What follows belongs to an exercise in optimizing a design on an open flow for small area and a short achievable clock period; a production flow would make more cautious choices.
Function was checked by simulation only, so behaviour that the tests miss may differ from the original.

<file path="flow/config.mk">
export PLATFORM = sky130hd
export DESIGN_NAME = cordic_stage
export DESIGN_NICKNAME = cordic_stage
export VERILOG_FILES = /design/flow/design.v
export SDC_FILE = /design/flow/constraint.sdc
export NUM_CORES = 4
export LEC_CHECK = 0
export CAP_MARGIN = 20
export CORE_MARGIN = 2
export CORE_UTILIZATION = 40
export CTS_CLUSTER_DIAMETER = 100
export CTS_CLUSTER_SIZE = 22
export SETUP_SLACK_MARGIN = 1.0
export SLEW_MARGIN = 20
export SYNTH_HIERARCHICAL = 1
export SYNTH_MINIMUM_KEEP_SIZE = 0
</file>
<file path="flow/constraint.sdc">
create_clock -name core_clock -period 3.65 [get_ports {clk}]
set_input_delay 0.7300 -clock core_clock [delete_from_list [all_inputs] [get_ports {clk}]]
set_output_delay 0.7300 -clock core_clock [all_outputs]
set_load 0.01 [all_outputs]
</file>
<file path="flow/design.v">
`timescale 1ns / 1ps
module cordic_stage (clk, reset, X_i, Y_i, Z_i, X_O, Y_O, Z_O);
  input clk;
  input reset;
  input  signed [15:0] X_i;
  input  signed [15:0] Y_i;
  input  signed [15:0] Z_i;
  output signed [15:0] X_O;
  output signed [15:0] Y_O;
  output signed [15:0] Z_O;
  reg [16*15-1:0] ws;
  reg [16*15-1:0] vs;
  reg [14:0] q;
  reg [14:0] n;
  reg signed [13:0] z1;
  reg signed [13:0] z2;
  reg signed [12:0] z3;
  reg signed [11:0] z4;
  reg signed [10:0] z5;
  reg signed [9:0]  z6;
  reg signed [8:0]  z7;
  reg signed [7:0]  z8;
  reg signed [6:0]  z9;
  reg signed [5:0]  z10;
  reg signed [4:0]  z11;
  reg signed [3:0]  z12;
  reg signed [2:0]  z13;
  reg signed [1:0]  z14;
  reg               z15;
  reg               z15c, z15i;
  reg        [2:0]  zo;
  reg [15:0] xo, yo;
  reg [1:0]  wfl, vfl;
  reg [1:0]  k0x, k0y;
  reg        c1x;
  wire qi = Z_i[15] ^ Z_i[14];
  always @(posedge clk) begin
    ws[15:0] <= X_i ^ {16{qi}};
    vs[15:0] <= Y_i ^ {16{Z_i[15]}};
    q[0]     <= qi;
    n[0]     <= Z_i[14];
    z1       <= {~Z_i[13], Z_i[12:0]};
  end
  wire [13:0] dnext = {z14[1], z13[2], z12[3], z11[4], z10[5], z9[6], z8[7],
                       z7[8], z6[9], z5[10], z4[11], z3[12], z2[13], z1[13]};
  wire signed [13:0] z2n;
  wire [15:0] w1n, v1n;
  cordic_iter #(.J(0), .WI(14), .WO(14), .A(4836)) it0 (.w(ws[15:0]), .v(vs[15:0]),
    .n(n[0]), .q(q[0]), .z(z1), .wo(w1n), .vo(v1n), .zo(z2n));
  wire signed [12:0] z3n;
  wire [15:0] w2n, v2n;
  cordic_iter #(.J(1), .WI(14), .WO(13), .A(2555)) it1 (.w(ws[31:16]), .v(vs[31:16]),
    .n(n[1]), .q(q[1]), .z(z2), .wo(w2n), .vo(v2n), .zo(z3n));
  wire signed [11:0] z4n;
  wire [15:0] w3n, v3n;
  cordic_iter #(.J(2), .WI(13), .WO(12), .A(1297)) it2 (.w(ws[47:32]), .v(vs[47:32]),
    .n(n[2]), .q(q[2]), .z(z3), .wo(w3n), .vo(v3n), .zo(z4n));
  wire signed [10:0] z5n;
  wire [15:0] w4n, v4n;
  cordic_iter #(.J(3), .WI(12), .WO(11), .A(651)) it3 (.w(ws[63:48]), .v(vs[63:48]),
    .n(n[3]), .q(q[3]), .z(z4), .wo(w4n), .vo(v4n), .zo(z5n));
  wire signed [9:0] z6n;
  wire [15:0] w5n, v5n;
  cordic_iter #(.J(4), .WI(11), .WO(10), .A(326)) it4 (.w(ws[79:64]), .v(vs[79:64]),
    .n(n[4]), .q(q[4]), .z(z5), .wo(w5n), .vo(v5n), .zo(z6n));
  wire signed [8:0] z7n;
  wire [15:0] w6n, v6n;
  cordic_iter #(.J(5), .WI(10), .WO(9), .A(163)) it5 (.w(ws[95:80]), .v(vs[95:80]),
    .n(n[5]), .q(q[5]), .z(z6), .wo(w6n), .vo(v6n), .zo(z7n));
  wire signed [7:0] z8n;
  wire [15:0] w7n, v7n;
  cordic_iter #(.J(6), .WI(9), .WO(8), .A(81)) it6 (.w(ws[111:96]), .v(vs[111:96]),
    .n(n[6]), .q(q[6]), .z(z7), .wo(w7n), .vo(v7n), .zo(z8n));
  wire signed [6:0] z9n;
  wire [15:0] w8n, v8n;
  cordic_iter #(.J(7), .WI(8), .WO(7), .A(41)) it7 (.w(ws[127:112]), .v(vs[127:112]),
    .n(n[7]), .q(q[7]), .z(z8), .wo(w8n), .vo(v8n), .zo(z9n));
  wire signed [5:0] z10n;
  wire [15:0] w9n, v9n;
  cordic_iter #(.J(8), .WI(7), .WO(6), .A(20)) it8 (.w(ws[143:128]), .v(vs[143:128]),
    .n(n[8]), .q(q[8]), .z(z9), .wo(w9n), .vo(v9n), .zo(z10n));
  wire signed [4:0] z11n;
  wire [15:0] w10n, v10n;
  cordic_iter #(.J(9), .WI(6), .WO(5), .A(10)) it9 (.w(ws[159:144]), .v(vs[159:144]),
    .n(n[9]), .q(q[9]), .z(z10), .wo(w10n), .vo(v10n), .zo(z11n));
  wire signed [3:0] z12n;
  wire [15:0] w11n, v11n;
  cordic_iter #(.J(10), .WI(5), .WO(4), .A(5)) it10 (.w(ws[175:160]), .v(vs[175:160]),
    .n(n[10]), .q(q[10]), .z(z11), .wo(w11n), .vo(v11n), .zo(z12n));
  wire signed [2:0] z13n;
  wire [15:0] w12n, v12n;
  cordic_iter #(.J(11), .WI(4), .WO(3), .A(3)) it11 (.w(ws[191:176]), .v(vs[191:176]),
    .n(n[11]), .q(q[11]), .z(z12), .wo(w12n), .vo(v12n), .zo(z13n));
  wire signed [1:0] z14n;
  wire [15:0] w13n, v13n;
  cordic_iter #(.J(12), .WI(3), .WO(2), .A(1)) it12 (.w(ws[207:192]), .v(vs[207:192]),
    .n(n[12]), .q(q[12]), .z(z13), .wo(w13n), .vo(v13n), .zo(z14n));
  wire [15:0] w14n, v14n;
  wire z15n;
  wire [1:0] w14f, v14f;
  cordic_iter #(.J(13), .WI(2), .WO(1), .A(1), .LAST(1)) it13 (.w(ws[223:208]), .v(vs[223:208]),
    .n(n[13]), .q(q[13]), .z(z14), .wo(w14n), .vo(v14n), .zo(z15n), .wf(w14f), .vf(v14f));
  always @(posedge clk) begin
    ws[31:16] <= w1n;
    vs[31:16] <= v1n;
    ws[47:32] <= w2n;
    vs[47:32] <= v2n;
    ws[63:48] <= w3n;
    vs[63:48] <= v3n;
    ws[79:64] <= w4n;
    vs[79:64] <= v4n;
    ws[95:80] <= w5n;
    vs[95:80] <= v5n;
    ws[111:96] <= w6n;
    vs[111:96] <= v6n;
    ws[127:112] <= w7n;
    vs[127:112] <= v7n;
    ws[143:128] <= w8n;
    vs[143:128] <= v8n;
    ws[159:144] <= w9n;
    vs[159:144] <= v9n;
    ws[175:160] <= w10n;
    vs[175:160] <= v10n;
    ws[191:176] <= w11n;
    vs[191:176] <= v11n;
    ws[207:192] <= w12n;
    vs[207:192] <= v12n;
    ws[223:208] <= w13n;
    vs[223:208] <= v13n;
    ws[239:224] <= w14n;
    vs[239:224] <= v14n;
    n[14:1] <= dnext;
    q[14:1] <= q[13:0];
    z2  <= z2n;
    z3  <= z3n;
    z4  <= z4n;
    z5  <= z5n;
    z6  <= z6n;
    z7  <= z7n;
    z8  <= z8n;
    z9  <= z9n;
    z10 <= z10n;
    z11 <= z11n;
    z12 <= z12n;
    z13 <= z13n;
    z14 <= z14n;
    z15 <= z15n;
    z15c <= z14[0];
    wfl <= w14f;
    vfl <= v14f;
    k0x <= {1'b0, ~dnext[13] ^ q[13]} + {1'b0, z14[0] ^ q[13]} + {1'b0, q[13]};
    k0y <= {1'b0, dnext[13] ^ q[13]} + {1'b0, ~z14[0] ^ q[13]} + {1'b0, q[13]};
    c1x <= ~dnext[13] ^ q[13];
    z15i  <= ~z14[0];
    zo[0] <= z15;
    zo[1] <= ~z15c;
    zo[2] <= z15i;
  end
  wire [15:0] xo_n, yo_n;
  cordic_last last (.w(ws[16*14 +: 16]), .v(vs[16*14 +: 16]), .wf(wfl), .vf(vfl), .d14(n[14]),
                    .d15(z15), .k0x(k0x), .k0y(k0y), .c1x(c1x), .xo(xo_n), .yo(yo_n));
  always @(posedge clk) begin
    xo <= xo_n;
    yo <= yo_n;
  end
  assign X_O = xo;
  assign Y_O = yo;
  assign Z_O = {{5{zo[2]}}, {5{zo[1]}}, {6{zo[0]}}};
endmodule
module cordic_iter (w, v, n, q, z, wo, vo, zo, wf, vf);
  parameter J = 0;
  parameter WI = 14;
  parameter WO = 14;
  parameter A = 0;
  parameter LAST = 0;
  input  [15:0]   w;
  input  [15:0]   v;
  input           n;
  input           q;
  input  [WI-1:0] z;
  output [15:0]   wo;
  output [15:0]   vo;
  output [WO-1:0] zo;
  output [1:0]    wf;        
  output [1:0]    vf;        
  localparam L = 16 - J;
  function [17:0] step;
    input [15:0] a;
    input [15:0] b;
    input        inv;
    input        cin;
    input        flip;
    reg   [L-1:0] bb, p, g, gg, pp, gn, pn;
    reg   [L:0]   c;
    reg           s, inc, dec, ones, zeros, o_hi, z_hi, o_up, z_up, ro, rz;
    integer i, d;
    begin
      bb = b[15:J] ^ {L{inv}};
      p  = a[L-1:0] ^ bb;
      g  = a[L-1:0] & bb;
      gg = g;
      pp = p;
      for (d = 1; d < L; d = d * 2) begin
        gn = gg; pn = pp;
        for (i = d; i < L; i = i + 1) begin
          gn[i] = gg[i] | (pp[i] & gg[i-d]);
          pn[i] = pp[i] & pp[i-d];
        end
        gg = gn; pp = pn;
      end
      c = {gg | (pp & {L{cin}}), cin};
      step[L-1:0] = p ^ c[L-1:0] ^ {L{flip}};
      s   = b[15] ^ inv;
      inc = c[L] & ~s;
      dec = ~c[L] & s;
      ones = 1'b1; zeros = 1'b1;
      for (i = L; i < 16; i = i + 1) begin
        step[i] = a[i] ^ flip ^ (c[L] ? ~s & ones : s & zeros);
        ones  = ones & a[i];
        zeros = zeros & ~a[i];
      end
      o_hi = 1'b1; z_hi = 1'b1;
      for (i = L + 1; i < 15; i = i + 1) begin
        o_hi = o_hi & a[i];
        z_hi = z_hi & ~a[i];
      end
      o_up = o_hi & a[L];
      z_up = z_hi & ~a[L];
      ro = (~inc & ~dec & o_up) | (inc & o_hi & ~a[L]) | (dec & z_up);
      rz = (~inc & ~dec & z_up) | (inc & o_up) | (dec & z_hi & a[L]);
      step[17] = flip ? rz : ro;
      step[16] = flip ? ro : rz;
    end
  endfunction
  wire nn = z[WI-1];
  wire [17:0] ws_, vs_;
  assign ws_ = step(w, v, 1'b1, ~n ^ q, 1'b0);
  assign vs_ = step(v, w, 1'b0, q, LAST ? n : n ^ nn);
  assign wo  = ws_[15:0];
  assign vo  = vs_[15:0];
  assign wf  = LAST ? ws_[17:16] : 2'b00;
  assign vf  = LAST ? vs_[17:16] : 2'b00;
  wire [WI-1:0] k = A;
  wire [WI-1:0] s = z + (nn ? k : -k);
  assign zo = s[WO-1:0];
endmodule
module cordic_step (a, b, cin, flip, o);
  parameter J = 0;
  parameter INV = 0;
  localparam L = 16 - J;
  input  [15:0] a;
  input  [15:0] b;
  input         cin;
  input         flip;
  output [15:0] o;
  wire [L-1:0] bb = b[15:J] ^ {L{INV[0]}};
  wire [L-1:0] p  = a[L-1:0] ^ bb;
  wire [L-1:0] g  = a[L-1:0] & bb;
  reg  [L:0]   c;
  reg  [L-1:0] gg, pp, gn, pn;
  integer i, d;
  always @(*) begin
    gg = {g[L-1:1], g[0] | (p[0] & cin)};
    pp = p;
    for (d = 1; d < L; d = d * 2) begin
      gn = gg; pn = pp;
      for (i = d; i < L; i = i + 1) begin
        gn[i] = gg[i] | (pp[i] & gg[i-d]);
        pn[i] = pp[i] & pp[i-d];
      end
      gg = gn; pp = pn;
    end
    c = {gg, cin};
  end
  assign o[L-1:0] = p ^ c[L-1:0] ^ {L{flip}};
  generate
    if (J > 0) begin : hi
      wire s   = b[15] ^ INV[0];
      wire inc = c[L] & ~s;
      wire dec = ~c[L] & s;
      reg  [15:L] oh;
      reg         ones, zeros;
      integer k;
      always @(*) begin
        ones = 1'b1; zeros = 1'b1;
        for (k = L; k < 16; k = k + 1) begin
          oh[k] = a[k] ^ flip ^ (inc & ones) ^ (dec & zeros);
          ones  = ones & a[k];
          zeros = zeros & ~a[k];
        end
      end
      assign o[15:L] = oh;
    end
  endgenerate
endmodule
module cordic_last (w, v, wf, vf, d14, d15, k0x, k0y, c1x, xo, yo);
  input  [15:0] w;
  input  [15:0] v;
  input  [1:0]  wf;        
  input  [1:0]  vf;        
  input         d14;       
  input         d15;       
  input  [1:0]  k0x;       
  input  [1:0]  k0y;       
  input         c1x;       
  output [15:0] xo;
  output [15:0] yo;
  function [15:0] addlow;
    input [15:0] a;
    input [4:0]  lp;
    reg          ones, zeros;
    integer i;
    begin
      addlow[2:0] = lp[2:0];
      ones = 1'b1; zeros = 1'b1;
      for (i = 3; i < 16; i = i + 1) begin
        addlow[i] = a[i] ^ (lp[4] & ones) ^ (lp[3] & zeros);
        ones  = ones & a[i];
        zeros = zeros & ~a[i];
      end
    end
  endfunction
  function [1:0] sign14_tab;
    input [5:0] idx;
    reg [1:0] o;
    reg n00, n01, n02, n03, n04, n05, n06;
    begin
      n00 = ~((idx[0] | idx[3]) & idx[1]);
      n06 = ~(idx[0] & idx[3]);
      n01 = n06 & n00;
      n02 = idx[2] & ~(idx[5]);
      n03 = n02 & ~(idx[4]);
      n04 = idx[5] & ~(idx[2]);
      n05 = idx[4] & n04;
      o[0] = n01 & n03;
      o[1] = n05 & ~(n01);
      sign14_tab = o;
    end
  endfunction
  function [4:0] last_tab0;
    input [6:0] idx;
    reg [4:0] o;
    reg n00, n01, n02, n03, n04, n05, n06, n07, n08, n09, n10, n11, n12, n13, n14, n15, n16, n17, n18, n19, n20, n21, n22, n23;
    begin
      n00 = ~idx[4];
      n01 = idx[1] | ~(idx[3]);
      n02 = ~(idx[2] | idx[0]);
      n03 = idx[2] | idx[0];
      n04 = ~((n01 | n03) & idx[4]);
      n05 = idx[5] | ~(n04);
      n06 = idx[2] & idx[0];
      n07 = ~((n01 | n06) & n00);
      n08 = idx[6] | ~(n07);
      n09 = idx[1] & ~(idx[3]);
      n10 = ~((idx[2] & idx[0]) | idx[4]);
      n11 = n03 & ~(n10);
      n12 = idx[5] & n01;
      n13 = ~((n09 | n11) & n12);
      n14 = n06 & n09;
      n15 = ~(idx[5] | n02);
      n16 = ~(n09 & n15);
      n17 = n03 & n09;
      n18 = ~((n07 | n14) & (n17 | n04));
      n19 = ~((idx[5] | n18) & n13);
      n20 = idx[1] ^ idx[3];
      n21 = ~(idx[5] ^ n20);
      n22 = ~(idx[4] & n06);
      n23 = ~((n10 | n16) & n13);
      o[0] = ~((n00 & n02) | (n11 & n22));
      o[1] = ~(n11 ^ n21);
      o[2] = idx[6] ^ n19;
      o[3] = ~(n05 | n08);
      o[4] = idx[6] & n23;
      last_tab0 = o;
    end
  endfunction
  function [4:0] last_tab1;
    input [6:0] idx;
    reg [4:0] o;
    reg n00, n01, n02, n03, n04, n05, n06, n07, n08, n09, n10, n11, n12, n13, n14, n15, n16, n17, n18, n19, n20, n21, n22, n23, n24, n25, n26, n27;
    begin
      n00 = ~idx[1];
      n01 = ~idx[3];
      n02 = ~idx[5];
      n03 = idx[2] & idx[0];
      n04 = ~(idx[4] & n03);
      n05 = ~(idx[2] | idx[0]);
      n06 = ~((idx[2] | idx[0]) & idx[1]);
      n07 = ~((idx[2] & idx[0]) | idx[1]);
      n08 = idx[4] ? n07 : n06;
      n09 = idx[3] & ~(idx[4]);
      n10 = idx[3] & idx[4];
      n11 = ~((n06 & n09) | (n10 & n07));
      n12 = ~(idx[1] | idx[4]);
      n13 = ~(n05 & n12);
      n14 = ~((n05 & n12) | idx[5]);
      n15 = ~(n11 & n14);
      n16 = ~((n01 | n13) & idx[5]);
      n17 = idx[6] | ~(n16);
      n18 = idx[1] & n03;
      n19 = idx[4] & ~(idx[3]);
      n20 = n18 & n19;
      n21 = ~((n00 | n04) & (n08 | idx[3]));
      n22 = ~((n15 | n20) & (n21 | n16));
      n23 = ~((n08 & n13) | (n18 & idx[4]));
      n24 = ~(idx[3] ^ idx[5]);
      n25 = ~(n03 | n05);
      n26 = n02 & ~(n20);
      n27 = ~((n02 | n21) & idx[6]);
      o[0] = ~(idx[4] ^ n25);
      o[1] = ~(n23 ^ n24);
      o[2] = ~(idx[6] ^ n22);
      o[3] = n15 & ~(n17);
      o[4] = ~(n26 | n27);
      last_tab1 = o;
    end
  endfunction
  function signbit;
    input       a15;
    input [1:0] f;
    input [1:0] id;
    begin
      signbit = a15 ^ (id[1] & f[1]) ^ (id[0] & f[0]);
    end
  endfunction
  wire [1:0] tx   = v[15:14] ^ {2{~d14}};
  wire [1:0] ty   = w[15:14] ^ {2{d14}};
  wire       w15s = signbit(w[15], wf, sign14_tab({w[2:0], tx, c1x}));
  wire       v15s = signbit(v[15], vf, sign14_tab({v[2:0], ty, ~c1x}));
  wire [6:0] ix   = {w[2:0], tx, k0x};
  wire [6:0] iy   = {v[2:0], ty, k0y};
  wire [15:0] x0 = addlow(w, last_tab0(ix));
  wire [15:0] x1 = addlow(w, last_tab1(ix));
  wire [15:0] y0 = addlow(v, last_tab0(iy));
  wire [15:0] y1 = addlow(v, last_tab1(iy));
  assign xo = (v15s ^ ~d15) ? x1 : x0;
  assign yo = (w15s ^ d15) ? y1 : y0;
endmodule
</file>
<file path="flow/run.sh">
#!/bin/bash
# synth_recipe.tcl (not shown) runs the flow's synth.tcl, then flattens the netlist and writes it again
# the make line also repeats each setting of config.mk as NAME=value (left out here)
make -C /OpenROAD-flow-scripts/flow DESIGN_CONFIG=/design/flow/config.mk WORK_HOME=/design/flow/orfs CLKGATE_MAP_FILE= SYNTH_SCRIPT=/design/flow/synth_recipe.tcl finish
</file>
==> results of run 1 <==
==> how the worst min path moves through the flow <==
stage | start | endpoint | slack (ps) | cells past startpoint
finish | z10[0]$_DFF_P_ | z11[0]$_DFF_P_ | 330 | 0
CTS | z10[0]$_DFF_P_ | z11[0]$_DFF_P_ | 330 | 0
detailed placement | z10[0]$_DFF_P_ | z11[0]$_DFF_P_ | 310 | 0
floorplan | z15i$_DFF_P_ | zo[2]$_DFF_P_ | 310 | 0
global placement | z15i$_DFF_P_ | zo[2]$_DFF_P_ | 310 | 0
global route | z10[0]$_DFF_P_ | z11[0]$_DFF_P_ | 340 | 0
==> metal layers <==
layer  share of wire (%)  track usage (%)  vias to the layer above
met2                  51             28.8                      355
met4                 2.8             4.59                        0
li1                    -                -                    14000
met1                  43             17.5                    12400
met3                 2.7             1.80                      117
met5                   0                0                        -
==> layout by cell type, fill, tap and decap left out, drive strengths merged, types with 31 or more instances in the layout <==
cell           instances
dfxtp                674
xnor2                608
ha                   352
inv                  316
a21oi                212
xor2                 207
nor2                 203
nand2                150
o21ai                117
clkdlybuf4s50         96
nor3                  90
a21o                  89
nand3                 83
mux2i                 76
nand2b                47
and3                  45
fa                    42
buf                   42
clkbuf                41
nand4                 38
a31oi                 37
a211oi                37
o21bai                36
o22ai                 32
or3                   31
==> per-stage QoR <==
| stage | util, % | instance area, µm² | worst slack (ps) |
|---|---|---|---|
| detailed placement | 42.5 | 41000 | 678 |
| global route | 44.2 | 42600 | 875 |
| CTS | 43.8 | 42200 | 915 |
| finish | 44.2 | 42600 | 1030 |
| global placement | 42.5 | 41000 | 682 |
| floorplan | - | 38800 | 1030 |
==> cell type report <==
cell class,instances,area (µm²)
Fill cell,9340,53800
Multi-Input combinational cell,2937,23900
Sequential cell,674,13500
Tap cell,1276,1600
Timing Repair Buffer,138,1280
Inverter,315,1190
Clock buffer,41,993
Clock inverter,9,96.3
==> what timing repair did <==
action	4_1_cts	5_1_grt
setup endpoints to repair	34	71
gates resized for setup	22	53
setup buffers	0	14
pin swaps	1	12
cloned	1	0
==> state kept, by name, indices dropped and copies added (netlist names), 4 cells and up <==
signal and cells:
ws 240, z5 11, z11 5, z1 14
yo 16, q 14, z10 6, xo 16
z12 4, z9 7, z7 9, vs 240
z6 10, z2 14, z8 8, n 15
z3 13, z4 12
==> metrics.yaml, run 1 <==
cts_tree: "yes"
synth_area_um2: 38800
worstHoldPathType: "reg2reg"
cts_buffers: 38
grt_first_pass_wirelength_um: 126000
die_h_um: 315
cp.arrival_ps: 3150
finalNonFillerCells: 5390
core.rowCount: 114
tightest_slew_ps: 1090
cts.sinks: 674
wl_per_cell_um: 14.0
clk_latency_ps: 590
path_cells: "xnor2_2 > inv_2 > maj3_1 > a31o_2 > nand2_1 > inv_1 > ha_1 > mux2_4 > o32ai_2 > xnor2_1"
cpPeakStageDelay_ps: 410
wirelength_um: 75600
finalSetupViolCount: 0
worstPathRequired_ps: 4180
overflow: 0
yosysWarnings: 30
synth.avg_cell_area_um2: 9.65
cp_slowest_cell: "dfxtp_4"
rrSetupSlack_ps: 1030
antenna_found_initial: 0
cp_num_cells: 10
rr_worst_depth: 10
grt_pass1_vias: 26400
cts_hold_buffers: 0
die-area_um2: 99500
cts_max_level: 2
port_buffers: 96
layout.nets: 4548
initial_core_util_pct: 40.2
core_um2: 96400
crit_end: "xo[4]$_DFF_P_"
firstDrtPassIters: 7
final.setup_skew_ps: 27.9
status: "complete, no violations"
syn_nets: 4466
cts.path.max_buffers: 3
maxCapViolCount: 0
drc: 0
tns_ps: 0
vias_per_cell: 4.99
gp_congestion: 0.843
hold_viol_final: 0
grt_start_max_net_pins: 23
drt_iter0_drc: 1098
crit_type: "reg2reg"
crit_path_end_kind: "flip-flop"
drive_gt1_share_pct: 7.17
vias: 26900
crit_fanout: 5
syn_inst: 4022
io_pins: 98
maxSlewViolCount: 0
n_antenna_cell: 0
period_minus_slack_ps: 2620
startpoint: "n[14]$_DFF_P_"
ant_nets: 0
reg2reg_to: "xo[4]$_DFF_P_"
path_delay_family: "compound AO/OA/AOI/OAI gates"
clockRootBuffer: "clkbuf_16"
post-route-period-util_pct: 71.8
place_inst: 5323
clk_pin_slew_ps: 90
rsz0062_at_grt: "true"
synthToLayoutAreaGrowth_pct: 9.86
critPathBufInv: 2
relSlewSlack_pct: 27.4
place_hpwl_um: 60000
max_freq_mhz: 382
r2r_start: "n[14]$_DFF_P_"
track_usage_pct: 15.1
die_w_um: 315
hold_ws_ps: 332
start_kind: "flip-flop"
==> run 2, diff against run 1 <==
--- a/flow/design.v
+++ b/flow/design.v
@@ -34,4 +34,5 @@
   reg [1:0]  k0x, k0y;
   reg        c1x;
+  reg [1:0]  txr, tyr;
   wire qi = Z_i[15] ^ Z_i[14];
   always @(posedge clk) begin
@@ -152,4 +153,6 @@
     k0y <= {1'b0, dnext[13] ^ q[13]} + {1'b0, ~z14[0] ^ q[13]} + {1'b0, q[13]};
     c1x <= ~dnext[13] ^ q[13];
+    txr <= v14n[15:14] ^ {2{~dnext[13]}};
+    tyr <= w14n[15:14] ^ {2{dnext[13]}};
     z15i  <= ~z14[0];
     zo[0] <= z15;
@@ -158,6 +161,6 @@
   end
   wire [15:0] xo_n, yo_n;
-  cordic_last last (.w(ws[16*14 +: 16]), .v(vs[16*14 +: 16]), .wf(wfl), .vf(vfl), .d14(n[14]),
-                    .d15(z15), .k0x(k0x), .k0y(k0y), .c1x(c1x), .xo(xo_n), .yo(yo_n));
+  cordic_last last (.w(ws[16*14 +: 16]), .v(vs[16*14 +: 16]), .wf(wfl), .vf(vfl), .tx(txr),
+                    .ty(tyr), .d15(z15), .k0x(k0x), .k0y(k0y), .c1x(c1x), .xo(xo_n), .yo(yo_n));
   always @(posedge clk) begin
     xo <= xo_n;
@@ -294,10 +297,11 @@
   endgenerate
 endmodule
-module cordic_last (w, v, wf, vf, d14, d15, k0x, k0y, c1x, xo, yo);
+module cordic_last (w, v, wf, vf, tx, ty, d15, k0x, k0y, c1x, xo, yo);
   input  [15:0] w;
   input  [15:0] v;
   input  [1:0]  wf;        
   input  [1:0]  vf;        
-  input         d14;       
+  input  [1:0]  tx;        
+  input  [1:0]  ty;        
   input         d15;       
   input  [1:0]  k0x;       
@@ -424,6 +428,4 @@
     end
   endfunction
-  wire [1:0] tx   = v[15:14] ^ {2{~d14}};
-  wire [1:0] ty   = w[15:14] ^ {2{d14}};
   wire       w15s = signbit(w[15], wf, sign14_tab({w[2:0], tx, c1x}));
   wire       v15s = signbit(v[15], vf, sign14_tab({v[2:0], ty, ~c1x}));
==> metrics.yaml, run 2 <==
syn_nets: 4487
hold_end: "z6[0]$_DFF_P_"
cts.sinks: 677
top_regs: "vs x240, ws x240"
max_freq_mhz: 389
initial_core_util_pct: 40.3
finalSetupViolCount: 0
wirelength_um: 75100
rr_worst_depth: 8
overflow: 0
holdPathStages: 0
die_h_um: 316
postPlaceCellArea_um2: 41000
core_um2: 96400
final_cell_mix: "dfxtp_1, xnor2_1, ha_1, inv_1, a21oi_1"
period_minus_slack_ps: 2570
final.setup_skew_ps: 34.0
relSlewSlack_pct: 26.7
cts_max_level: 2
ant_nets: 0
maxSlewViolCount: 0
post-route-period-util_pct: 70.4
vias: 26800
yosysWarnings: 30
layout_commonest_cell: "dfxtp_1"
crit_fanout: 4
antenna_found_initial: 1
drt_iter0_drc: 1348
grt_first_pass_wirelength_um: 125000
layout.nets: 4546
start_kind: "flip-flop"
drive_gt1_share_pct: 6.45
synthToLayoutAreaGrowth_pct: 9.04
clk_latency_ps: 590
rsz0062_at_grt: "true"
core.rowCount: 114
synth_area_um2: 38900
crit_path_end_kind: "flip-flop"
die-area_um2: 99700
drc: 0
place_inst: 5334
grt_pass1_vias: 26100
port_buffers: 96
status: "complete, no violations"
track_usage_pct: 15.0
syn_inst: 4043
gp_congestion: 0.861
fin_area_um2: 42400
cts.path.max_buffers: 3
tightest_slew_ps: 1100
r2r_start: "ws[68]$_DFF_P_"
n_antenna_cell: 0
io_pins: 98
finalNonFillerCells: 5386
hold_viol_final: 0
place_hpwl_um: 59700
grt_start_max_net_pins: 37
worstHoldStart: "z5[0]$_DFF_P_"
worstHoldPathType: "reg2reg"
reg2reg_to: "vs[93]$_DFF_P_"
wl_per_cell_um: 13.9
rrSetupSlack_ps: 1080
synth.avg_cell_area_um2: 9.61
tns_ps: 0
cts_buffers: 38
clk_pin_slew_ps: 90
worstPathRequired_ps: 4160
vias_per_cell: 4.98
clockRootBuffer: "clkbuf_16"
crit_type: "reg2reg"
cp.arrival_ps: 3080
firstDrtPassIters: 5
cts_tree: "yes"
hold_ws_ps: 317
maxCapViolCount: 0
die_w_um: 316
-- run 2: cell type report --
class / count / area [µm²]
Clock buffer: 42 / 997
Clock inverter: 6 / 63.8
Fill cell: 9343 / 54000
Inverter: 309 / 1160
Multi-Input combinational cell: 2952 / 23800
Sequential cell: 677 / 13600
Tap cell: 1276 / 1600
Timing Repair Buffer: 124 / 1170
-- run 2: what timing repair did --
action                                  CTS  global route
pin swaps                                 0             7
hold buffers                              0             0
endpoints found under the setup margin   16            62
setup buffers                             0             4
resized for setup                         8            43
-- run 2: how the worst max path moves through the flow --
stage                            to  slack (ps)       startpoint  depth (start not counted)
floorplan            vfl[1]$_DFF_P_        1130  ws[221]$_DFF_P_                          9
global placement     vfl[0]$_DFF_P_         870  ws[222]$_DFF_P_                          9
detailed placement   vfl[0]$_DFF_P_         850  ws[222]$_DFF_P_                          9
CTS                  vfl[0]$_DFF_P_        1000  ws[222]$_DFF_P_                          9
global route        ws[223]$_DFF_P_         990  vs[204]$_DFF_P_                          8
finish               vs[93]$_DFF_P_        1080   ws[68]$_DFF_P_                          8
-- run 2: worst max-delay path: stages, from the launching register on --
cell,delay [ps]
dfxtp_2,350
ha_1,310
a211o_1,300
a2111oi_2,340
a21oi_2,130
a221o_2,440
a21oi_4,240
mux2i_1,240
xnor2_1,140
-- run 2: metrics by stage --
stage | setup slack (ps) | util, %
after floorplan | 1130 | -
after global placement | 871 | 42.5
after detailed placement | 848 | 42.5
after CTS | 1000 | 43.7
after global routing | 995 | 43.9
final | 1080 | 43.9
-- run 2: metal layers --
metal / vias to the layer above / part of all wire (%) / GRT usage [%]
li1: 14100 / - / -
met1: 12300 / 45 / 17.9
met2: 349 / 50 / 28.1
met3: 104 / 2.7 / 1.71
met4: 2 / 2.5 / 4.38
met5: - / 0.011 / 0
==> run 3, diff against run 2 <==
--- a/flow/config.mk
+++ b/flow/config.mk
@@ -11,5 +11,5 @@
 export CTS_CLUSTER_DIAMETER = 100
 export CTS_CLUSTER_SIZE = 22
-export SETUP_SLACK_MARGIN = 1.0
+export SETUP_SLACK_MARGIN = 1.4
 export SLEW_MARGIN = 20
 export SYNTH_HIERARCHICAL = 1
==> metrics.yaml, run 3 <==
place_hpwl_um: 59800
wirelength_um: 78700
tns_ps: 0
postPlaceCellArea_um2: 41100
wl_per_cell_um: 14.3
vias: 27700
track_usage_pct: 15.3
final_cell_mix: "xnor2_1, dfxtp_1, inv_1, ha_1, nor2_1"
core_um2: 96400
synth.avg_cell_area_um2: 9.61
drt_iter0_drc: 1160
worstPathRequired_ps: 4170
worstHoldStart: "z9[0]$_DFF_P_"
core.rowCount: 114
cts_max_level: 2
die_w_um: 316
n_antenna_cell: 0
maxSlewViolCount: 0
clk_pin_slew_ps: 90
final.setup_skew_ps: 40.0
cts_buffers: 38
worstHoldPathType: "reg2reg"
layout_commonest_cell: "xnor2_1"
tightest_slew_ps: 1090
grt_start_max_net_pins: 37
drive_gt1_share_pct: 16.9
cts_tree: "yes"
rrSetupSlack_ps: 1270
top_regs: "vs x240, ws x240"
synthToLayoutAreaGrowth_pct: 16.6
holdPathStages: 0
finalNonFillerCells: 5514
io_pins: 98
firstDrtPassIters: 5
synth_area_um2: 38900
reg2reg_to: "vs[93]$_DFF_P_"
finalSetupViolCount: 0
cts.sinks: 677
crit_fanout: 4
die-area_um2: 99700
max_freq_mhz: 420
die_h_um: 316
crit_type: "reg2reg"
cts_hold_buffers: 0
gp_congestion: 0.846
period_minus_slack_ps: 2380
port_buffers: 96
r2r_start: "ws[68]$_DFF_P_"
initial_core_util_pct: 40.3
ant_nets: 0
status: "complete, no violations"
layout.nets: 4670
grt_first_pass_wirelength_um: 128000
post-route-period-util_pct: 65.2
overflow: 0
rsz0062_at_grt: "true"
drc: 0
syn_nets: 4487
crit_path_end_kind: "flip-flop"
hold_viol_final: 0
clk_latency_ps: 600
yosysWarnings: 30
relSlewSlack_pct: 26.9
maxCapViolCount: 0
rr_worst_depth: 8
syn_inst: 4043
grt_pass1_vias: 26800
start_kind: "flip-flop"
hold_end: "z10[0]$_DFF_P_"
fin_area_um2: 45300
cp.arrival_ps: 2900
clockRootBuffer: "clkbuf_16"
place_inst: 5331
fillers: 9063
vias_per_cell: 5.03
antenna_found_initial: 1
cts.path.max_buffers: 3
==> run 3: routing by layer <==
metal  track usage, %  routed length, µm
met1             17.9              33900
met2             29.0              40500
met3             1.63               1880
met4             5.00               2430
met5                0                  0
==> run 3: how the worst max path moves through the flow <==
| stage | slack, ps | end | from | depth (start not counted) |
|---|---|---|---|---|
| global route | 1170 | vs[93]$_DFF_P_ | ws[68]$_DFF_P_ | 8 |
| global placement | 880 | xo[5]$_DFF_P_ | tyr[1]$_DFF_P_ | 7 |
| detailed placement | 840 | xo[5]$_DFF_P_ | tyr[1]$_DFF_P_ | 7 |
| finish | 1270 | vs[93]$_DFF_P_ | ws[68]$_DFF_P_ | 8 |
| floorplan | 1390 | vs[93]$_DFF_P_ | vs[65]$_DFF_P_ | 8 |
| CTS | 1230 | vs[95]$_DFF_P_ | ws[68]$_DFF_P_ | 8 |
==> run 3: area by class of cell <==
type / count / area, µm² / area share [%]
tap: 1276 / 1600 / 3.52
inverter: 309 / 1180 / 2.60
clock inverter: 10 / 145 / 0.320
clock buffer: 42 / 966 / 2.13
timing repair buffer: 248 / 2160 / 4.77
sequential: 677 / 13700 / 30.3
multi-input combinational: 2952 / 25500 / 56.3
==> run 3: what timing repair did <==
item,in CTS,in global routing
setup buffers,58,70
pin swaps,67,105
endpoints found under the setup margin,199,170
cloned,0,2
gates resized for setup,227,268
==> run 3: metrics by stage <==
stage          utilization, %  setup slack, ps  hold slack [ps]
6_report                 47.0             1270              333
4_1_cts                  45.2             1230              333
2_1_floorplan               -             1390              310
3_3_place_gp             42.6              884              312
3_5_place_dp             42.6              842              312
5_1_grt                  47.0             1170              338
==> run 3: worst max-delay path, stage by stage (launching register included) <==
cell and delay, ps:
dfxtp_4 370, ha_4 240, a211o_1 300, a2111oi_4 320, a21oi_2 100, a221o_2 390
a21oi_4 210, mux2i_1 260, xnor2_1 130
==> run 4, diff against run 3 <==
--- a/flow/config.mk
+++ b/flow/config.mk
@@ -11,5 +11,5 @@
 export CTS_CLUSTER_DIAMETER = 100
 export CTS_CLUSTER_SIZE = 22
-export SETUP_SLACK_MARGIN = 1.4
+export SETUP_SLACK_MARGIN = 1.6
 export SLEW_MARGIN = 20
 export SYNTH_HIERARCHICAL = 1
==> metrics.yaml, run 4 <==
synth_area_um2: 38900
ant_nets: 0
worstHoldPathType: "reg2reg"
clockRootBuffer: "clkbuf_16"
cts_buffers: 38
hold_viol_final: 0
grt_pass1_vias: 28100
gp_congestion: 0.825
final.setup_skew_ps: 24.1
critPathBufInv: 1
overflow: 0
period_minus_slack_ps: 2370
vias_per_cell: 5.05
max_freq_mhz: 421
cts.sinks: 677
die_w_um: 316
clk_latency_ps: 600
status: "complete, no violations"
top_regs: "vs x240, ws x240"
grt_start_max_net_pins: 24
cts_tree: "yes"
layout.nets: 4831
crit_type: "reg2reg"
fin_ws_ps: 1280
worstPathRequired_ps: 4130
syn_inst: 4043
drt_iter0_drc: 1145
wirelength_um: 85500
path_delay_family: "compound AO/OA/AOI/OAI gates"
utilization_pct: 51.2
die_h_um: 316
place_inst: 5328
post-route-period-util_pct: 65.0
die-area_um2: 99700
grt_first_pass_wirelength_um: 136000
port_buffers: 96
cp.arrival_ps: 2860
firstDrtPassIters: 5
layout_commonest_cell: "xnor2_1"
path_cells: "inv_2 > ha_4 > and3_4 > a211o_4 > a221oi_4 > a211oi_2 > and2b_2 > mux2i_2 > o211ai_2"
cp_slowest_cell: "dfxtp_2"
drc: 0
cts.path.max_buffers: 3
yosysWarnings: 30
start_kind: "flip-flop"
clk_pin_slew_ps: 90
syn_nets: 4487
n_antenna_cell: 0
io_pins: 98
cts_hold_buffers: 0
vias: 28700
final_cell_mix: "xnor2_1, dfxtp_1, buf_4, inv_1, ha_1"
tightest_slew_ps: 1110
cpPeakStageDelay_ps: 360
cts_max_level: 2
initial_core_util_pct: 40.3
crit_path_end_kind: "flip-flop"
tns_ps: 0
synthToLayoutAreaGrowth_pct: 26.9
antenna_found_initial: 0
drive_gt1_share_pct: 28.5
relSlewSlack_pct: 25.7
core_um2: 96400
finalNonFillerCells: 5676
track_usage_pct: 16.3
wl_per_cell_um: 15.1
dpl_worst_slack_ps: 1040
core.rowCount: 114
synth.avg_cell_area_um2: 9.61
place_hpwl_um: 60200
maxSlewViolCount: 0
crit_fanout: 3
maxCapViolCount: 0
rsz0062_at_grt: "true"
finalSetupViolCount: 0
-- run 4: what timing repair did --
action | in CTS | in global routing
buffers inserted | 169 | 122
setup endpoints to repair | 326 | 245
resized for setup | 558 | 458
pin swaps | 193 | 248
cloned | 4 | 0
-- run 4: worst paths after layout --
path	end	startpoint	slack (ps)	depth (start not counted)
max reg2reg	ws[63]$_DFF_P_	vs[34]$_DFF_P_	1280	9
min	z6[0]$_DFF_P_	z5[0]$_DFF_P_	330	0
min reg2reg	z6[0]$_DFF_P_	z5[0]$_DFF_P_	330	0
max	ws[63]$_DFF_P_	vs[34]$_DFF_P_	1280	9
-- run 4: worst register-to-register path, stage by stage, from the launching register on --
cell,delay [ps]
dfxtp_2,360
inv_2,50
ha_4,210
and3_4,170
a211o_4,350
a221oi_4,360
a211oi_2,160
and2b_2,280
mux2i_2,230
o211ai_2,90
-- run 4: per-stage QoR --
step                area [µm²]  hold slack (ps)
global placement         41500              312
global route             49300              330
CTS                      46300              330
floorplan                39500              310
detailed placement       41500              315
finish                   49300              326
-- run 4: cell type report --
| cell class | instances | area, µm² |
|---|---|---|
| fillers | 8625 | 47100 |
| multi-input cells | 2952 | 27900 |
| clock buffers | 45 | 1040 |
| inverters | 309 | 1200 |
| repair buffers | 409 | 3510 |
| well taps | 1276 | 1600 |
| clock inverters | 8 | 90.1 |
| flip-flops and latches | 677 | 14000 |
-- run 4: metal layers --
metal  GRT usage [%]  wire length [µm]
met1            18.9             36000
met2            31.5             45200
met3            1.51              2130
met4            4.76              2230
met5               0                 0
==> run 5, diff against run 4 <==
--- a/flow/config.mk
+++ b/flow/config.mk
@@ -11,5 +11,5 @@
 export CTS_CLUSTER_DIAMETER = 100
 export CTS_CLUSTER_SIZE = 22
-export SETUP_SLACK_MARGIN = 1.6
+export SETUP_SLACK_MARGIN = 1.1
 export SLEW_MARGIN = 20
 export SYNTH_HIERARCHICAL = 1
==> metrics.yaml, run 5 <==
status: "complete, no violations"
die-area_um2: 99700
grt_start_max_net_pins: 37
firstDrtPassIters: 5
initial_core_util_pct: 40.3
clockRootBuffer: "clkbuf_16"
core.rowCount: 114
hold_ws_ps: 318
crit_fanout: 4
overflow: 0
wl_per_cell_um: 14.0
maxCapViolCount: 0
layout.nets: 4560
cts_hold_buffers: 0
crit_type: "reg2reg"
worstHoldStart: "z5[0]$_DFF_P_"
drc: 0
tightest_slew_ps: 1110
tns_ps: 0
syn_inst: 4043
track_usage_pct: 15.0
cts.sinks: 677
die_h_um: 316
finalNonFillerCells: 5400
path_delay_family: "compound AO/OA/AOI/OAI gates"
hold_end: "z6[0]$_DFF_P_"
grt_pass1_vias: 26200
drive_gt1_share_pct: 7.40
cts.path.max_buffers: 3
clk_latency_ps: 590
relSlewSlack_pct: 26.2
path_cells: "ha_1 > a211o_1 > a2111oi_4 > a21oi_2 > a221o_2 > a21oi_4 > mux2i_1 > xnor2_1"
reg2reg_to: "vs[93]$_DFF_P_"
final.setup_skew_ps: 33.5
n_antenna_cell: 0
syn_nets: 4487
fillers: 9310
layout_commonest_cell: "dfxtp_1"
gp_congestion: 0.861
cts_buffers: 38
wirelength_um: 75600
holdPathStages: 0
fin_area_um2: 42700
cp.arrival_ps: 3000
hold_viol_final: 0
max_freq_mhz: 401
critPathBufInv: 0
synthToLayoutAreaGrowth_pct: 9.77
place_hpwl_um: 59700
cts_max_level: 2
finalSetupViolCount: 0
worstPathRequired_ps: 4160
rr_worst_depth: 8
place_inst: 5334
postPlaceCellArea_um2: 41000
cts_tree: "yes"
maxSlewViolCount: 0
grt_first_pass_wirelength_um: 125000
clk_pin_slew_ps: 90
drt_iter0_drc: 1272
worstHoldPathType: "reg2reg"
vias: 26900
post-route-period-util_pct: 68.3
period_minus_slack_ps: 2490
io_pins: 98
r2r_start: "ws[68]$_DFF_P_"
crit_path_end_kind: "flip-flop"
cpPeakStageDelay_ps: 400
synth.avg_cell_area_um2: 9.61
ant_nets: 0
cp_num_cells: 8
antenna_found_initial: 1
vias_per_cell: 4.98
port_buffers: 96
die_w_um: 316
start_kind: "flip-flop"
rsz0062_at_grt: "true"
top_regs: "vs x240, ws x240"
synth_area_um2: 38900
final_cell_mix: "dfxtp_1, xnor2_1, ha_1, inv_1, a21oi_1"
core_um2: 96400
yosysWarnings: 30
cp_slowest_cell: "a221o_2"
rrSetupSlack_ps: 1160
run 5: metrics by stage:
step,util [%],setup slack (ps)
2_1_floorplan,-,1130
3_3_place_gp,42.5,871
3_5_place_dp,42.5,848
4_1_cts,43.7,1100
5_1_grt,44.2,1030
6_report,44.2,1160
run 5: worst max-delay path by stage:
stage                          from             end  slack (ps)
floorplan           ws[221]$_DFF_P_  vfl[1]$_DFF_P_        1130
global placement    ws[222]$_DFF_P_  vfl[0]$_DFF_P_         870
detailed placement  ws[222]$_DFF_P_  vfl[0]$_DFF_P_         850
CTS                 ws[222]$_DFF_P_  vfl[0]$_DFF_P_        1100
global route         tyr[1]$_DFF_P_   xo[8]$_DFF_P_        1030
finish               ws[68]$_DFF_P_  vs[93]$_DFF_P_        1160
run 5: metal layers:
metal	vias up	track usage, %	wire [µm]
li1	14100	-	-
met1	12400	17.9	33700
met2	341	28.1	38000
met3	110	1.72	1930
met4	2	4.41	1960
met5	-	0	8
run 5: final cells by class:
| class | count | area (µm²) | share of cell area, % |
|---|---|---|---|
| well taps | 1276 | 1600 | 3.74 |
| repair buffers | 138 | 1310 | 3.07 |
| multi-input cells | 2952 | 23900 | 56.1 |
| flip-flops and latches | 677 | 13600 | 31.8 |
| inverters | 309 | 1170 | 2.73 |
| clock inverters | 6 | 63.8 | 0.150 |
| clock buffers | 42 | 997 | 2.34 |
run 5: repair_timing:
item / CTS / global route
buffers inserted: 1 / 17
pin swaps: 5 / 20
resized for setup: 22 / 67
endpoints found under the setup margin: 41 / 89
==> run 6, diff against run 5 <==
--- a/flow/config.mk
+++ b/flow/config.mk
@@ -11,5 +11,5 @@
 export CTS_CLUSTER_DIAMETER = 100
 export CTS_CLUSTER_SIZE = 22
-export SETUP_SLACK_MARGIN = 1.1
+export SETUP_SLACK_MARGIN = 1.2
 export SLEW_MARGIN = 20
 export SYNTH_HIERARCHICAL = 1
==> metrics.yaml, run 6 <==
status: "complete, no violations"
maxCapViolCount: 0
tightest_slew_ps: 1090
cts_max_level: 2
wirelength_um: 75400
cp_slowest_cell: "a221o_2"
fin_ws_ps: 1270
drc: 0
firstDrtPassIters: 5
drt_iter0_drc: 1383
grt_pass1_vias: 26700
synthToLayoutAreaGrowth_pct: 11.4
finalSetupViolCount: 0
port_buffers: 96
final.setup_skew_ps: 20.5
place_hpwl_um: 59300
io_pins: 98
clk_latency_ps: 600
die-area_um2: 99700
post-route-period-util_pct: 65.3
path_cells: "ha_4 > a211o_1 > a2111oi_4 > a21oi_2 > a221o_2 > a21oi_4 > mux2i_1 > xnor2_1"
vias_per_cell: 4.98
worstHoldPathType: "reg2reg"
cts.path.max_buffers: 3
core_um2: 96400
drive_gt1_share_pct: 9.92
finalNonFillerCells: 5420
tns_ps: 0
hold_viol_final: 0
cpPeakStageDelay_ps: 390
final_cell_mix: "dfxtp_1, xnor2_1, ha_1, inv_1, nor2_1"
clockRootBuffer: "clkbuf_16"
cts_buffers: 38
grt_first_pass_wirelength_um: 126000
top_regs: "vs x240, ws x240"
gp_congestion: 0.862
antenna_found_initial: 2
synth.avg_cell_area_um2: 9.61
place_inst: 5334
grt_start_max_net_pins: 37
layout_commonest_cell: "dfxtp_1"
n_antenna_cell: 0
core.rowCount: 114
layout.nets: 4579
syn_nets: 4487
syn_inst: 4043
die_h_um: 316
crit_fanout: 4
start_kind: "flip-flop"
worstPathRequired_ps: 4160
crit_type: "reg2reg"
vias: 27000
overflow: 0
period_minus_slack_ps: 2380
die_w_um: 316
clk_pin_slew_ps: 90
maxSlewViolCount: 0
cts_tree: "yes"
crit_path_end_kind: "flip-flop"
ant_nets: 0
synth_area_um2: 38900
track_usage_pct: 15.1
yosysWarnings: 30
relSlewSlack_pct: 27.3
dpl_worst_slack_ps: 869
rsz0062_at_grt: "true"
cts.sinks: 677
max_freq_mhz: 419
cp.arrival_ps: 2900
initial_core_util_pct: 40.3
cts_hold_buffers: 0
wl_per_cell_um: 13.9
## run 6: through the flow
stage / area, µm² / hold slack [ps] / utilization (%)
2_1_floorplan: 38900 / 310 / -
3_3_place_gp: 41000 / 312 / 42.5
3_5_place_dp: 41000 / 314 / 42.5
4_1_cts: 42500 / 335 / 44.0
5_1_grt: 43300 / 339 / 44.9
6_report: 43300 / 332 / 44.9
## run 6: final cells by class
class,instances,area (µm²)
Clock buffer,39,965
Clock inverter,10,91.3
Fill cell,9321,53100
Inverter,309,1170
Multi-Input combinational cell,2952,24400
Sequential cell,677,13600
Tap cell,1276,1600
Timing Repair Buffer,157,1460
## run 6: final timing paths
path	from	to	slack [ps]	cells past startpoint
hold reg to reg	z10[0]$_DFF_P_	z11[0]$_DFF_P_	330	0
setup / recovery	ws[68]$_DFF_P_	vs[95]$_DFF_P_	1270	8
hold / removal	z10[0]$_DFF_P_	z11[0]$_DFF_P_	330	0
setup reg to reg	ws[68]$_DFF_P_	vs[95]$_DFF_P_	1270	8
## run 6: per-layer routing
metal	up-vias	part of all wire, %	GRT usage (%)
li1	14100	-	-
met5	-	0.015	0
met1	12400	44	17.9
met2	358	50	27.9
met3	113	3.0	1.92
met4	2	2.8	4.94
## run 6: timing repair
item	in CTS	in global routing
setup endpoints to repair	85	126
setup buffers	13	24
gates resized for setup	61	141
pin swaps	12	34
gates cloned	0	0
## run 6: critical path: cells and delay by family, from the launching register on
family	cells	cell delay, ps
compound gates	5	1300
flops	1	360
mux	1	240
fa+ha+maj	1	230
xor+xnor	1	160
==> run 7, diff against run 6 <==
--- a/flow/config.mk
+++ b/flow/config.mk
@@ -11,4 +11,5 @@
 export CTS_CLUSTER_DIAMETER = 100
 export CTS_CLUSTER_SIZE = 22
+export GPL_ROUTABILITY_DRIVEN = 0
 export SETUP_SLACK_MARGIN = 1.2
 export SLEW_MARGIN = 20
==> metrics.yaml, run 7 <==
core_um2: 96400
start_kind: "flip-flop"
port_buffers: 96
n_antenna_cell: 0
status: "complete, no violations"
cts.sinks: 677
finalSetupViolCount: 0
initial_core_util_pct: 40.3
io_pins: 98
overflow: 0
die_h_um: 316
core.rowCount: 114
hold_viol_final: 0
path_delay_family: "compound AO/OA/AOI/OAI gates"
clk_latency_ps: 600
wirelength_um: 75400
cts_tree: "yes"
grt_pass1_vias: 26700
drc: 0
die-area_um2: 99700
cts_max_level: 2
antenna_found_initial: 2
maxCapViolCount: 0
crit_fanout: 4
worstHoldPathType: "reg2reg"
seqCellArea_um2: 13600
path_cells: "ha_4 > a211o_1 > a2111oi_4 > a21oi_2 > a221o_2 > a21oi_4 > mux2i_1 > xnor2_1"
layout.nets: 4579
relSlewSlack_pct: 27.3
clockRootBuffer: "clkbuf_16"
cp_slowest_cell: "a221o_2"
drive_gt1_share_pct: 9.92
worstPathRequired_ps: 4160
rsz0062_at_grt: "true"
layout_commonest_cell: "dfxtp_1"
final.setup_skew_ps: 20.5
grt_start_max_net_pins: 37
grt_first_pass_wirelength_um: 126000
ant_nets: 0
final_cell_mix: "dfxtp_1, xnor2_1, ha_1, inv_1, nor2_1"
top_regs: "vs x240, ws x240"
drt_iter0_drc: 1383
cts_hold_buffers: 0
synth_area_um2: 38900
cp.arrival_ps: 2900
crit_path_end_kind: "flip-flop"
wl_per_cell_um: 13.9
r2r_start: "ws[68]$_DFF_P_"
multi_input_area_um2: 24400
tightest_slew_ps: 1090
die_w_um: 316
cts_buffers: 38
maxSlewViolCount: 0
syn_inst: 4043
firstDrtPassIters: 5
place_hpwl_um: 59300
vias_per_cell: 4.98
fillers: 9321
critPathBufInv: 0
max_freq_mhz: 419
syn_nets: 4487
vias: 27000
post-route-period-util_pct: 65.3
clk_pin_slew_ps: 90
cpPeakStageDelay_ps: 390
synthToLayoutAreaGrowth_pct: 11.4
synth.avg_cell_area_um2: 9.61
period_minus_slack_ps: 2380
tns_ps: 0
startpoint: "ws[68]$_DFF_P_"
crit_type: "reg2reg"
worstHoldStart: "z10[0]$_DFF_P_"
track_usage_pct: 15.1
yosysWarnings: 30
cts.path.max_buffers: 3
## run 7: metrics by stage
step	cell area [µm²]	util, %	hold WS [ps]	setup WS, ps	instances
floorplan	38900	-	310	1250	4043
global placement	41000	42.5	312	892	5334
detailed placement	41000	42.5	314	869	5334
CTS	42500	44.0	335	1190	5396
global route	43300	44.9	339	1150	5420
finish	43300	44.9	332	1270	5420
## run 7: per-layer routing
metal | track usage, % | up-vias | part of all wire (%)
met2 | 27.9 | 358 | 50
met5 | 0 | - | 0.015
li1 | - | 14100 | -
met4 | 4.94 | 2 | 2.8
met3 | 1.92 | 113 | 3.0
met1 | 17.9 | 12400 | 44
## run 7: repair_timing
action | 4_1_cts | 5_1_grt
setup buffers | 13 | 24
setup endpoints to repair | 85 | 126
gates resized for setup | 61 | 141
pin swaps | 12 | 34
endpoints found under the hold margin | 0 | 0
## run 7: final cells by class
class	count	share of cell area, %
Multi-Input combinational cell	2952	56.3
Clock inverter	10	0.211
Tap cell	1276	3.69
Inverter	309	2.71
Clock buffer	39	2.23
Timing Repair Buffer	157	3.36
Sequential cell	677	31.5
## run 7: path summary, 6_finish.rpt
kind	endpoint	slack, ps	cells after the start
max reg2reg	vs[95]$_DFF_P_	1270	8
max	vs[95]$_DFF_P_	1270	8
min reg2reg	z11[0]$_DFF_P_	330	0
min	z11[0]$_DFF_P_	330	0
==> run 8, diff against run 7 <==
--- a/flow/config.mk
+++ b/flow/config.mk
@@ -10,6 +10,5 @@
 export CORE_UTILIZATION = 40
 export CTS_CLUSTER_DIAMETER = 100
-export CTS_CLUSTER_SIZE = 22
-export GPL_ROUTABILITY_DRIVEN = 0
+export CTS_CLUSTER_SIZE = 26
 export SETUP_SLACK_MARGIN = 1.2
 export SLEW_MARGIN = 20
==> metrics.yaml, run 8 <==
status: "complete, no violations"
cts_max_level: 1
gp_congestion: 0.862
port_buffers: 96
n_antenna_cell: 0
drive_gt1_share_pct: 9.98
path_delay_family: "compound AO/OA/AOI/OAI gates"
grt_pass1_vias: 26500
top_regs: "vs x240, ws x240"
die_w_um: 316
synth_area_um2: 38900
finalSetupViolCount: 0
path_cells: "ha_1 > o21a_1 > a2111oi_4 > a21oi_2 > a221o_2 > a21oi_4 > mux2i_1 > xnor2_1"
reg2reg_to: "vs[94]$_DFF_P_"
cp_slowest_cell: "a221o_2"
maxSlewViolCount: 0
fillers: 9376
dpl_worst_slack_ps: 869
holdPathStages: 0
final_cell_mix: "dfxtp_1, xnor2_1, ha_1, inv_1, nor2_1"
overflow: 0
grt_first_pass_wirelength_um: 126000
tightest_slew_ps: 1090
layout_commonest_cell: "dfxtp_1"
rr_worst_depth: 8
clk_latency_ps: 650
synthToLayoutAreaGrowth_pct: 10.9
rrSetupSlack_ps: 1240
tns_ps: 0
wirelength_um: 74900
cp_num_cells: 8
syn_nets: 4487
vias_per_cell: 4.98
cp.arrival_ps: 2980
critPathBufInv: 0
place_inst: 5334
post-route-period-util_pct: 66.1
synth.avg_cell_area_um2: 9.61
cts_tree: "yes"
worstHoldStart: "z10[0]$_DFF_P_"
core.rowCount: 114
vias: 27000
die_h_um: 316
clk_pin_slew_ps: 100
crit_path_end_kind: "flip-flop"
track_usage_pct: 14.9
hold_end: "z11[0]$_DFF_P_"
clockRootBuffer: "clkbuf_16"
cts.path.max_buffers: 3
antenna_found_initial: 1
final.setup_skew_ps: 21.1
place_hpwl_um: 59300
startpoint: "ws[70]$_DFF_P_"
seqCellArea_um2: 13600
die-area_um2: 99700
maxCapViolCount: 0
hold_viol_final: 0
postPlaceCellArea_um2: 41000
drt_iter0_drc: 1473
worstHoldPathType: "reg2reg"
cts_buffers: 31
rsz0062_at_grt: "true"
wl_per_cell_um: 13.8
firstDrtPassIters: 6
layout.nets: 4575
fin_area_um2: 43100
multi_input_area_um2: 24300
period_minus_slack_ps: 2410
r2r_start: "ws[70]$_DFF_P_"
syn_inst: 4043
max_freq_mhz: 415
crit_type: "reg2reg"
core_um2: 96400
fin_ws_ps: 1240
yosysWarnings: 30
worstPathRequired_ps: 4210
crit_fanout: 4
cts.sinks: 677
initial_core_util_pct: 40.3
finalNonFillerCells: 5416
relSlewSlack_pct: 27.5
cpPeakStageDelay_ps: 390
grt_start_max_net_pins: 37
drc: 0
start_kind: "flip-flop"
ant_nets: 0
io_pins: 98
cts_hold_buffers: 0
[run 8: changes by cell type in the layout (fill, tap and decap cells not counted), moves of 4 or more]
| cell | change |
|---|---|
| clkbuf_16 | -7 |
| ha_4 | -4 |
| buf_4 | +4 |
| ha_2 | +6 |
| dfxtp_2 | +9 |
| dfxtp_1 | -10 |
[run 8: cell type report]
type	count	share of cell area (%)
timing repair buffer	160	3.40
clock inverter	8	0.218
inverter	309	2.72
tap	1276	3.70
multi-input combinational	2952	56.4
sequential	677	31.7
clock buffer	34	1.85
[run 8: through the flow]
stage / hold WS, ps / util, %
after floorplan: 310 / -
after global placement: 312 / 42.5
after detailed placement: 314 / 42.5
after CTS: 337 / 43.8
after global routing: 341 / 44.7
final: 334 / 44.7
[run 8: worst max-delay path by stage]
stage and endpoint:
2_1_floorplan vfl[1]$_DFF_P_, 3_3_place_gp xo[5]$_DFF_P_, 3_5_place_dp xo[5]$_DFF_P_, 4_1_cts vfl[1]$_DFF_P_, 5_1_grt vs[93]$_DFF_P_, 6_report vs[94]$_DFF_P_
[run 8: repair_timing]
| action | in CTS | in global routing |
|---|---|---|
| resized for setup | 54 | 155 |
| buffers inserted | 13 | 27 |
| endpoints found under the setup margin | 83 | 123 |
| gates cloned | 0 | 0 |
| pin swaps | 15 | 40 |
[run 8: layer usage]
| metal | part of all wire (%) | vias to the layer above | global-route usage [%] |
|---|---|---|---|
| met2 | 50 | 340 | 27.7 |
| met1 | 45 | 12400 | 17.9 |
| met4 | 2.7 | 0 | 4.23 |
| met3 | 2.6 | 104 | 1.63 |
| met5 | 0 | - | 0 |
| li1 | - | 14100 | - |
==> run 9, diff against run 8 <==
--- a/flow/config.mk
+++ b/flow/config.mk
@@ -10,7 +10,5 @@
 export CORE_UTILIZATION = 40
 export CTS_CLUSTER_DIAMETER = 100
-export CTS_CLUSTER_SIZE = 26
+export CTS_CLUSTER_SIZE = 22
 export SETUP_SLACK_MARGIN = 1.2
 export SLEW_MARGIN = 20
-export SYNTH_HIERARCHICAL = 1
-export SYNTH_MINIMUM_KEEP_SIZE = 0
==> metrics.yaml, run 9 <==
top_regs: "vs x240, ws x240"
ys_seq_area_share_pct: 37.6
post-synth-top-area-cell: "dfxtp_1"
syn_nets: 4196
synth_area_um2: 36000
postPlaceCellArea_um2: 38600
period_minus_slack_ps: 2620
reg2reg_to: "ws[127]$_DFF_P_"
die_w_um: 304
crit_type: "reg2reg"
crit_end: "ws[127]$_DFF_P_"
hold_ws_ps: 332
cts.sinks: 675
synthToLayoutAreaGrowth_pct: 20.9
core_um2: 88800
cpPeakStageDelay_ps: 550
overflow: 0
rr_worst_depth: 9
cts_hold_buffers: 0
tns_ps: 0
r2r_start: "vs[108]$_DFF_P_"
syn_inst: 3753
synthDistinctLibCells: 81
grt_start_max_net_pins: 32
clk_pin_slew_ps: 90
cts_buffers: 37
drc: 0
path_cells: "inv_1 > ha_4 > and3_1 > a31o_4 > o41a_1 > or4_4 > nor4_4 > a41oi_2 > xnor2_1"
io_pins: 98
drt_iter0_drc: 835
synthTopCellsByCount: "dfxtp_1, xnor2_1, ha_1"
port_buffers: 96
seqCellArea_um2: 13700
wl_per_cell_um: 14.4
crit_path_end_kind: "flip-flop"
grt_pass1_vias: 24500
layout_commonest_cell: "xnor2_1"
synth-edff-count: 0
initial_core_util_pct: 40.5
final_cell_mix: "xnor2_1, dfxtp_1, inv_1, ha_1, nor2_1"
gp_congestion: 0.816
maxSlewViolCount: 0
vias: 25300
core.rowCount: 109
relSlewSlack_pct: 40.5
yosys_most_used_dff: "dfxtp_1"
finalSetupViolCount: 0
wirelength_um: 74600
status: "complete, no violations"
crit_fanout: 4
tightest_slew_ps: 892
rrSetupSlack_ps: 1030
place_hpwl_um: 55000
clockRootBuffer: "clkbuf_16"
ant_nets: 0
start_kind: "flip-flop"
ys_seq_elements: 675
antenna_found_initial: 4
maxCapViolCount: 0
rsz0062_at_grt: "true"
max_freq_mhz: 381
yosysWarnings: 24
die-area_um2: 92300
layout.nets: 4459
track_usage_pct: 15.6
post-route-period-util_pct: 71.8
final.setup_skew_ps: 27.9
cp_slowest_cell: "or4_4"
clk_latency_ps: 590
cp.arrival_ps: 3090
worstPathRequired_ps: 4110
synthTopCellsByArea: "dfxtp_1, xnor2_1, ha_1, xor2_1, inv_1"
startpoint: "vs[108]$_DFF_P_"
worstHoldPathType: "reg2reg"
vias_per_cell: 4.88
firstDrtPassIters: 5
synth.avg_cell_area_um2: 9.58
multi_input_area_um2: 23400
synth_most_common_cell: "dfxtp_1"
fin_area_um2: 43500
hold_viol_final: 0
cts.path.max_buffers: 3
cts_max_level: 2
grt_first_pass_wirelength_um: 121000
cts_tree: "yes"
synth_top_area_share_pct: 37.6
synth-async-reset-ratio_pct: 0
n_antenna_cell: 0
die_h_um: 304
drive_gt1_share_pct: 18.6
fillers: 8162
## run 9: worst max-delay path, delay by kind of cell (launching register included)
kind	cells	cell delay, ps
buffers and inverters	1	130
AOI/OAI and AO/OA	3	670
and+or+nand+nor	3	890
xor gates and xnor gates	1	150
DFF	1	410
adders and majority gates	1	270
## run 9: layout make-up
cell class / instances / share of cell area, %
Multi-Input combinational cell: 2654 / 53.8
Sequential cell: 675 / 31.6
Timing Repair Buffer: 301 / 5.86
Tap cell: 1165 / 3.35
Inverter: 347 / 3.04
Clock buffer: 41 / 2.28
Clock inverter: 4 / 0.0892
## run 9: how the worst min path moves through the flow
stage / startpoint / cells after the start / slack, ps / end
after floorplan: z9[0]$_DFF_P_ / 0 / 310 / z10[0]$_DFF_P_
after global placement: z10[0]$_DFF_P_ / 0 / 310 / z11[0]$_DFF_P_
after detailed placement: z1[0]$_DFF_P_ / 0 / 310 / z2[0]$_DFF_P_
after CTS: z10[0]$_DFF_P_ / 0 / 330 / z11[0]$_DFF_P_
after global routing: z10[0]$_DFF_P_ / 0 / 330 / z11[0]$_DFF_P_
final: z1[0]$_DFF_P_ / 0 / 330 / z2[0]$_DFF_P_
## run 9: what timing repair did
action,in CTS,in global routing
pin swaps,146,152
endpoints found under the setup margin,185,160
gates resized for setup,298,230
setup buffers,106,80
cloned,1,2
## run 9: cell families after synthesis
| group | Yosys count | synth area share (%) |
|---|---|---|
| compound gates | 602 | 10.9 |
| xor+xnor | 836 | 20.4 |
| fa+ha+maj | 399 | 14.7 |
| buf+inv | 425 | 4.61 |
| flops | 675 | 37.6 |
| mux | 30 | 0.873 |
| simple gates | 786 | 10.9 |
## run 9: metrics by stage
| step | std cells | setup WS (ps) | util, % |
|---|---|---|---|
| CTS | 5105 | 1020 | 47.0 |
| floorplan | 3753 | 1150 | - |
| detailed placement | 4953 | 764 | 43.5 |
| finish | 5187 | 1030 | 49.0 |
| global route | 5187 | 916 | 49.0 |
| global placement | 4952 | 774 | 43.4 |
## run 9: per-layer routing
metal / up-vias / track usage [%] / share of wire (%)
met5: - / 0 / 0.038
met4: 4 / 4.15 / 2.3
met3: 94 / 1.82 / 2.7
met2: 275 / 27.7 / 49
met1: 11900 / 20.0 / 46
li1: 13100 / - / -

-- port drivers added, routing unchanged --
In the flow no input, the clock included, has a driving cell. The finished layouts below were timed again as built, in two steps. Step 1 sets driving cells, clkbuf_16 on the clock port and buf_2 on the other inputs (assumed; they add their load-dependent delay and slew). Step 2 moves the port delays by t, midway between the first and last clock arrival at a register: inputs arrive t later, outputs are due t later. That takes back most of the time a late clock gives input paths. Three values: no drivers, after step 1, after step 2; two values: the first two.
run	t (ns)	setup WS [ns]	worst hold slack (ns)	worst data-port slew with drivers (ns)	cell pins on the clock port's net
run 1	0.645	1.030 / 1.030 / 1.030	0.332 / 0.332 / 0.332	0.05	1
run 2	0.644	1.082 / 1.082 / 1.082	0.317 / 0.317 / 0.317	0.09	1
run 3	0.649	1.272 / 1.272 / 1.272	0.333 / 0.333 / 0.333	0.07	1
run 4	0.659	1.276 / 1.276 / 1.276	0.326 / 0.326 / 0.326	0.04	1
run 5	0.645	1.158 / 1.158 / 1.158	0.318 / 0.318 / 0.318	0.09	1
run 6	0.655	1.266 / 1.266 / 1.266	0.332 / 0.332 / 0.332	0.04	1
run 7	0.655	1.266 / 1.266 / 1.266	0.332 / 0.332 / 0.332	0.04	1
run 8	0.704	1.239 / 1.239 / 1.239	0.334 / 0.334 / 0.334	0.04	1
run 9	0.639	1.028 / 1.028 / 1.028	0.332 / 0.332 / 0.332	0.05	1
After both steps setup and hold are still met in every run listed.
